Background: an optimization exercise with open tools, aiming at small area and a short achievable clock period. Do not read the settings as production practice.
Where RTL was checked, it was by simulation tests only, not by an equivalence proof against the original.
No activity file was given, so power comes from the tool's default toggle rates.

== the reference run ==
==> flow/design.v <==
module fitness_eval #(
           parameter NUM_PARTICLE_TYPE        = 3  ,
           parameter DATA_WIDTH               = 4  ,
           parameter PARTICLE_LENGTH          = 2  ,
           parameter LATTICE_LENGTH           = 11 ,
           parameter SELF_FIT_LENGTH          = 10 ,
           parameter SELF_ENERGY_VEC_LENGTH   = NUM_PARTICLE_TYPE,
           parameter INTERACTION_MATRIX_LENGTH = (NUM_PARTICLE_TYPE**2),
           parameter INDIVIDUAL_LENGTH        = LATTICE_LENGTH * PARTICLE_LENGTH,
           parameter POP_SIZE                 = 50,
           parameter IDX_WIDTH                = 8,
           parameter PTR_LENGTH               = 2
       ) (
           input clk_i,
           input rst_n,
           input [DATA_WIDTH   -1 : 0 ]                 self_energy_i,
           input [DATA_WIDTH   -1 : 0]                  interact_energy_i,
           input [INDIVIDUAL_LENGTH   -1 :0]            individual_vec_i,
           input  wrSelfEnergyValid_i,
           input  wrInteractEnergyValid_i,
           input  in_valid_i,
           input [IDX_WIDTH -1 :0]  ind_idx_i,
           output reg out_valid_ff_o,
           output reg done_ff_o,
           output reg[SELF_FIT_LENGTH-1:0] total_energy_ff_o,
           output reg[INDIVIDUAL_LENGTH - 1 :0] individual_vec_ff_o,
           output reg[IDX_WIDTH-1:0] ind_wb_idx_ff_o
       );
reg [3:0] r0, r1, r2;
reg [4:0] t_rf [0:8];
wire [3:0] s_cur = wrSelfEnergyValid_i ? self_energy_i : r0;
wire [4:0] t_in  = {1'b0, interact_energy_i} + {2'b00, s_cur[3:1]};
integer i;
always @(posedge clk_i) begin
    if (wrInteractEnergyValid_i) begin
        r2 <= s_cur;
        r1 <= r2;
        r0 <= r1;
        for (i = 0; i < 8; i = i + 1)
            t_rf[i] <= t_rf[i+1];
        t_rf[8] <= t_in;
    end
end
reg v1, v2, v3;
always @(posedge clk_i or negedge rst_n) begin
    if (~rst_n) begin
        v1 <= 1'b0; v2 <= 1'b0; v3 <= 1'b0; out_valid_ff_o <= 1'b0;
    end else begin
        v1 <= in_valid_i; v2 <= v1; v3 <= v2; out_valid_ff_o <= v3;
    end
end
reg [21:0] x1, x2, x3;
reg [7:0]  id1, id2, id3;
always @(posedge clk_i) begin
    x1 <= individual_vec_i; x2 <= x1; x3 <= x2; individual_vec_ff_o <= x3;
    id1 <= ind_idx_i; id2 <= id1; id3 <= id2; ind_wb_idx_ff_o <= id3;
end
reg [5:0] cnt;
always @(posedge clk_i or negedge rst_n) begin
    if (~rst_n) begin
        cnt <= 6'd0; done_ff_o <= 1'b0;
    end else begin
        done_ff_o <= (cnt == 6'd49);
        if (wrInteractEnergyValid_i | wrSelfEnergyValid_i | done_ff_o)
            cnt <= 6'd0;
        else if (v3)
            cnt <= cnt + 6'd1;
    end
end
function [2:0] onehot;
    input [1:0] a;
    begin
        onehot = {a[1], a[0], ~a[1] & ~a[0]};
    end
endfunction
function [3:0] slook;
    input [1:0] a;
    reg [2:0] h;
    begin
        h = onehot(a);
        slook = ({4{h[0]}} & r0) | ({4{h[1]}} & r1) | ({4{h[2]}} & r2);
    end
endfunction
function [5:0] tlook;
    input [1:0] a;
    input [1:0] b;
    reg [2:0] ha, hb;
    reg [4:0] hi;
    integer p, q;
    begin
        ha = onehot(a);
        hb = onehot(b);
        hi = 5'd0;
        for (p = 0; p < 3; p = p + 1)
            for (q = 0; q < 3; q = q + 1)
                hi = hi | ({5{ha[p] & hb[q]}} & t_rf[3*p+q]);
        tlook = {hi, (hb[0] & r0[0]) | (hb[1] & r1[0]) | (hb[2] & r2[0])};
    end
endfunction
function [1:0] site;
    input [21:0] x;
    input integer k;
    begin
        site = x[21-2*k -: 2];
    end
endfunction
function [5:0] tk;
    input [21:0] x;
    input integer k;
    begin
        tk = tlook(site(x,k), site(x,k+1));
    end
endfunction
function [11:0] csa;
    input [5:0] a, b, c;
    begin
        csa = {(a & b) | (a & c) | (b & c), a ^ b ^ c};
    end
endfunction
function [17:0] csa9;
    input [8:0] a, b, c;
    begin
        csa9 = {(a & b) | (a & c) | (b & c), a ^ b ^ c};
    end
endfunction
reg [5:0] sa0, ca0, sa1, ca1, sa2, ca2, ta9;
always @(posedge clk_i) begin
    {ca0, sa0} <= csa(tk(x1,0), tk(x1,1), tk(x1,2));
    {ca1, sa1} <= csa(tk(x1,3), tk(x1,4), tk(x1,5));
    {ca2, sa2} <= csa(tk(x1,6), tk(x1,7), tk(x1,8));
    ta9 <= tk(x1,9);
end
reg [7:0] u0, u2;
reg [8:0] u1;
wire [17:0] k0 = csa9({3'b0, sa0}, {2'b0, ca0, 1'b0}, {3'b0, sa1});
wire [17:0] k1 = csa9({2'b0, ca1, 1'b0}, {3'b0, sa2}, {2'b0, ca2, 1'b0});
always @(posedge clk_i) begin
    u0 <= k0[7:0] + {k0[15:9], 1'b0};
    u1 <= k1[8:0] + {k1[16:9], 1'b0};
    u2 <= ta9 + slook(site(x2,0));
end
wire [17:0] kc = csa9({1'b0, u0}, u1, {1'b0, u2});
always @(posedge clk_i) begin
    total_energy_ff_o <= {1'b0, kc[8:0] + {kc[16:9], 1'b0}};
end
endmodule
export LEC_CHECK = 0
export CAP_MARGIN = 20
export CORE_MARGIN = 2
export CORE_UTILIZATION = 40
export CTS_BUF_LIST = sky130_fd_sc_hd__clkbuf_8 sky130_fd_sc_hd__clkbuf_16
export CTS_CLUSTER_DIAMETER = 100
export CTS_CLUSTER_SIZE = 30
export SETUP_SLACK_MARGIN = 2.8
export SLEW_MARGIN = 20
create_clock -name core_clock -period 5.0 [get_ports {clk_i}]
standard.sh (not shown) runs the stock make flow with config.mk's settings and CLKGATE_MAP_FILE= SYNTH_SCRIPT=/design/flow/synth_recipe.tcl, a recipe that flattens the netlist after the stock synthesis.
==> flow/flow/run.sh <==
#!/bin/bash
# Own layout flow: the standard ORFS flow (standard.sh, unchanged synthesis and
# steps) with one change: port buffers use sky130_fd_sc_hd__buf_2 (BUFFER_PORTS_ARGS)
# instead of the cell buffer_ports picks by default. Every input and output port still
# gets its buffer, and later repair may resize it.
# make's full output goes to standard.log here; each ORFS step logs under orfs/logs.
set -euo pipefail
export BUFFER_PORTS_ARGS="-buffer_cell sky130_fd_sc_hd__buf_2"
bash standard.sh > standard.log 2>&1
### the reference run -> the trial run
diff --git a/flow/design.v b/flow/design.v
--- a/flow/design.v
+++ b/flow/design.v
@@ -110,37 +110,48 @@
     begin
         tk = tlook(site(x,k), site(x,k+1));
     end
 endfunction
-function [11:0] csa;
-    input [5:0] a, b, c;
+function [17:0] csa;
+    input [8:0] a, b, c;
     begin
-        csa = {(a & b) | (a & c) | (b & c), a ^ b ^ c};
+        csa = {((a & b) | (a & c) | (b & c)) << 1, a ^ b ^ c};
     end
 endfunction
-function [17:0] csa9;
-    input [8:0] a, b, c;
+function [8:0] tw;
+    input [21:0] x;
+    input integer k;
     begin
-        csa9 = {(a & b) | (a & c) | (b & c), a ^ b ^ c};
+        tw = {3'b000, tk(x,k)};
     end
 endfunction
-reg [5:0] sa0, ca0, sa1, ca1, sa2, ca2, ta9;
+reg [8:0] a0, a1, a2, a3, a4, a5, a6;
+function [3:0] slook3;
+    input [1:0] a;
+    input [3:0] s0, s1, s2;
+    begin
+        slook3 = ({4{~a[1] & ~a[0]}} & s0) | ({4{a[0]}} & s1) | ({4{a[1]}} & s2);
+    end
+endfunction
+wire [8:0] a7 = {5'b0, slook3(x2[21:20], r0, r1, r2)};
 always @(posedge clk_i) begin
-    {ca0, sa0} <= csa(tk(x1,0), tk(x1,1), tk(x1,2));
-    {ca1, sa1} <= csa(tk(x1,3), tk(x1,4), tk(x1,5));
-    {ca2, sa2} <= csa(tk(x1,6), tk(x1,7), tk(x1,8));
-    ta9 <= tk(x1,9);
+    {a0, a1} <= csa(tw(x1,0), tw(x1,1), tw(x1,2));
+    {a2, a3} <= csa(tw(x1,3), tw(x1,4), tw(x1,5));
+    {a4, a5} <= csa(tw(x1,6), tw(x1,7), tw(x1,8));
+    a6 <= tw(x1,9);
 end
-reg [7:0] u0, u2;
-reg [8:0] u1;
-wire [17:0] k0 = csa9({3'b0, sa0}, {2'b0, ca0, 1'b0}, {3'b0, sa1});
-wire [17:0] k1 = csa9({2'b0, ca1, 1'b0}, {3'b0, sa2}, {2'b0, ca2, 1'b0});
+wire [8:0] l1a, l1b, l1c, l1d, l2a, l2b, l2c, l2d, l3a, l3b;
+assign {l1a, l1b} = csa(a0, a1, a2);
+assign {l1c, l1d} = csa(a3, a4, a5);
+assign {l2a, l2b} = csa(l1a, l1b, l1c);
+assign {l2c, l2d} = csa(l1d, a6, a7);
+assign {l3a, l3b} = csa(l2a, l2b, l2c);
+reg [8:0] b0, b1, b2;
 always @(posedge clk_i) begin
-    u0 <= k0[7:0] + {k0[15:9], 1'b0};
-    u1 <= k1[8:0] + {k1[16:9], 1'b0};
-    u2 <= ta9 + slook(site(x2,0));
+    b0 <= l3a; b1 <= l3b; b2 <= l2d;
 end
-wire [17:0] kc = csa9({1'b0, u0}, u1, {1'b0, u2});
+wire [8:0] c0, c1;
+assign {c0, c1} = csa(b0, b1, b2);
 always @(posedge clk_i) begin
-    total_energy_ff_o <= {1'b0, kc[8:0] + {kc[16:9], 1'b0}};
+    total_energy_ff_o <= {1'b0, c0 + c1};
 end
 endmodule
--- outcome ---
- The reference run → the trial run: layout net count moved down, count of clock tree sinks shows a reduction of 0.76%, hold slack shows an increase of 0.0051 ns, die area decreased by 2.5% relative to the old numbers.
- Taking the reference run as the reference point, the wire length per cell of the trial run falls by 1.8 µm.
- The trial run packs its core looser than the reference run.
- The trial run vs the reference run: number of multi-input logic gates down by a little under 10%
- Clock skew after layout (the trial run over the reference run): decrease, 0.019 ns
Only the layout flow was run in the reference run; the RTL was not checked for function there.

* * *

Setup of pepper:
Starts from the design.v that is shown in full above.
clock: 5.0 ns
lec_check: 0
cap_margin: 20
core_margin: 2
core_utilization: 40
cts_buf_list: sky130_fd_sc_hd__clkbuf_8 sky130_fd_sc_hd__clkbuf_16
cts_cluster_diameter: 100
cts_cluster_size: 30
setup_slack_margin: 2.8
slew_margin: 20
run.sh (not shown) runs the stock make flow with config.mk's settings and CLKGATE_MAP_FILE= SYNTH_SCRIPT=/design/flow/synth_recipe.tcl, a recipe that flattens the netlist after the stock synthesis.
Stock flow here: none of the scripts above is used.
Modified inputs, sierra compared to pepper
diff --git a/flow/design.v b/flow/design.v
--- a/flow/design.v
+++ b/flow/design.v
@@ -108,39 +108,50 @@
     input [21:0] x;
     input integer k;
     begin
         tk = tlook(site(x,k), site(x,k+1));
     end
 endfunction
-function [11:0] csa;
-    input [5:0] a, b, c;
+function [17:0] csa;
+    input [8:0] a, b, c;
     begin
-        csa = {(a & b) | (a & c) | (b & c), a ^ b ^ c};
+        csa = {((a & b) | (a & c) | (b & c)) << 1, a ^ b ^ c};
     end
 endfunction
-function [17:0] csa9;
-    input [8:0] a, b, c;
+function [8:0] tw;
+    input [21:0] x;
+    input integer k;
     begin
-        csa9 = {(a & b) | (a & c) | (b & c), a ^ b ^ c};
+        tw = {3'b000, tk(x,k)};
     end
 endfunction
-reg [5:0] sa0, ca0, sa1, ca1, sa2, ca2, ta9;
+reg [8:0] a0, a1, a2, a3, a4, a5, a6;
+function [3:0] slook3;
+    input [1:0] a;
+    input [3:0] s0, s1, s2;
+    begin
+        slook3 = ({4{~a[1] & ~a[0]}} & s0) | ({4{a[0]}} & s1) | ({4{a[1]}} & s2);
+    end
+endfunction
+wire [8:0] a7 = {5'b0, slook3(x2[21:20], r0, r1, r2)};
 always @(posedge clk_i) begin
-    {ca0, sa0} <= csa(tk(x1,0), tk(x1,1), tk(x1,2));
-    {ca1, sa1} <= csa(tk(x1,3), tk(x1,4), tk(x1,5));
-    {ca2, sa2} <= csa(tk(x1,6), tk(x1,7), tk(x1,8));
-    ta9 <= tk(x1,9);
+    {a0, a1} <= csa(tw(x1,0), tw(x1,1), tw(x1,2));
+    {a2, a3} <= csa(tw(x1,3), tw(x1,4), tw(x1,5));
+    {a4, a5} <= csa(tw(x1,6), tw(x1,7), tw(x1,8));
+    a6 <= tw(x1,9);
 end
-reg [7:0] u0, u2;
-reg [8:0] u1;
-wire [17:0] k0 = csa9({3'b0, sa0}, {2'b0, ca0, 1'b0}, {3'b0, sa1});
-wire [17:0] k1 = csa9({2'b0, ca1, 1'b0}, {3'b0, sa2}, {2'b0, ca2, 1'b0});
+wire [8:0] l1a, l1b, l1c, l1d, l2a, l2b, l2c, l2d, l3a, l3b;
+assign {l1a, l1b} = csa(a0, a1, a2);
+assign {l1c, l1d} = csa(a3, a4, a5);
+assign {l2a, l2b} = csa(l1a, l1b, l1c);
+assign {l2c, l2d} = csa(l1d, a6, a7);
+assign {l3a, l3b} = csa(l2a, l2b, l2c);
+reg [8:0] b0, b1, b2;
 always @(posedge clk_i) begin
-    u0 <= k0[7:0] + {k0[15:9], 1'b0};
-    u1 <= k1[8:0] + {k1[16:9], 1'b0};
-    u2 <= ta9 + slook(site(x2,0));
+    b0 <= l3a; b1 <= l3b; b2 <= l2d;
 end
-wire [17:0] kc = csa9({1'b0, u0}, u1, {1'b0, u2});
+wire [8:0] c0, c1;
+assign {c0, c1} = csa(b0, b1, b2);
 always @(posedge clk_i) begin
-    total_energy_ff_o <= {1'b0, kc[8:0] + {kc[16:9], 1'b0}};
+    total_energy_ff_o <= {1'b0, c0 + c1};
 end
 endmodule
--- outcome ---
Relative to pepper, post-synthesis xor/xnor area fraction decreased by 0.65 points in sierra. As of sierra, count of sequential standard cells had fallen slightly compared to pepper. sierra against pepper: global-route usage increased 0.26 points; average cell area after synthesis increased about 2.4%; total power decreased 3.6%; met3 track utilization from global routing increased 0.64 points. [diff] worst slew slack as a fraction of its limit, sierra relative to pepper: regression.
Only the layout flow was run in pepper; the RTL was not checked for function there.

-- afterwards: timing with drivers on the ports --
How much do the figures lean on ideal ports? The routed layouts below were timed once more, with nothing changed but the port constraints. Step 1, drivers: a clkbuf_16 drives clk_i and a buf_2 each remaining input, both assumed. Step 2 times the ports against the registers' clock, not the clock port: input delays grow and output delays shrink by t, the midpoint of the rising clock arrivals with the driver on. Slacks: no drivers / after step 1 / after step 2; pairs: no drivers / after step 1.
run | t (ns) | setup slack, ns | latest minus earliest clock arrival (ns) | worst slew at a driven data input, ns | cell pins on the clock port's net
the reference run | 0.544 | 2.781 / 2.781 / 2.490 | 0.033 / 0.033 | 0.04 | 1
the trial run | 0.532 | 2.822 / 2.822 / 2.475 | 0.020 / 0.019 | 0.04 | 1
pepper | 0.528 | 2.828 / 2.800 / 2.363 | 0.042 / 0.042 | 0.04 | 1
sierra | 0.532 | 2.845 / 2.794 / 2.355 | 0.019 / 0.019 | 0.06 | 1
After both steps setup and hold are still met in every run listed. The setup slack of sierra, which loses most, moves by -0.051 ns with the drivers and by -0.490 ns with both steps.
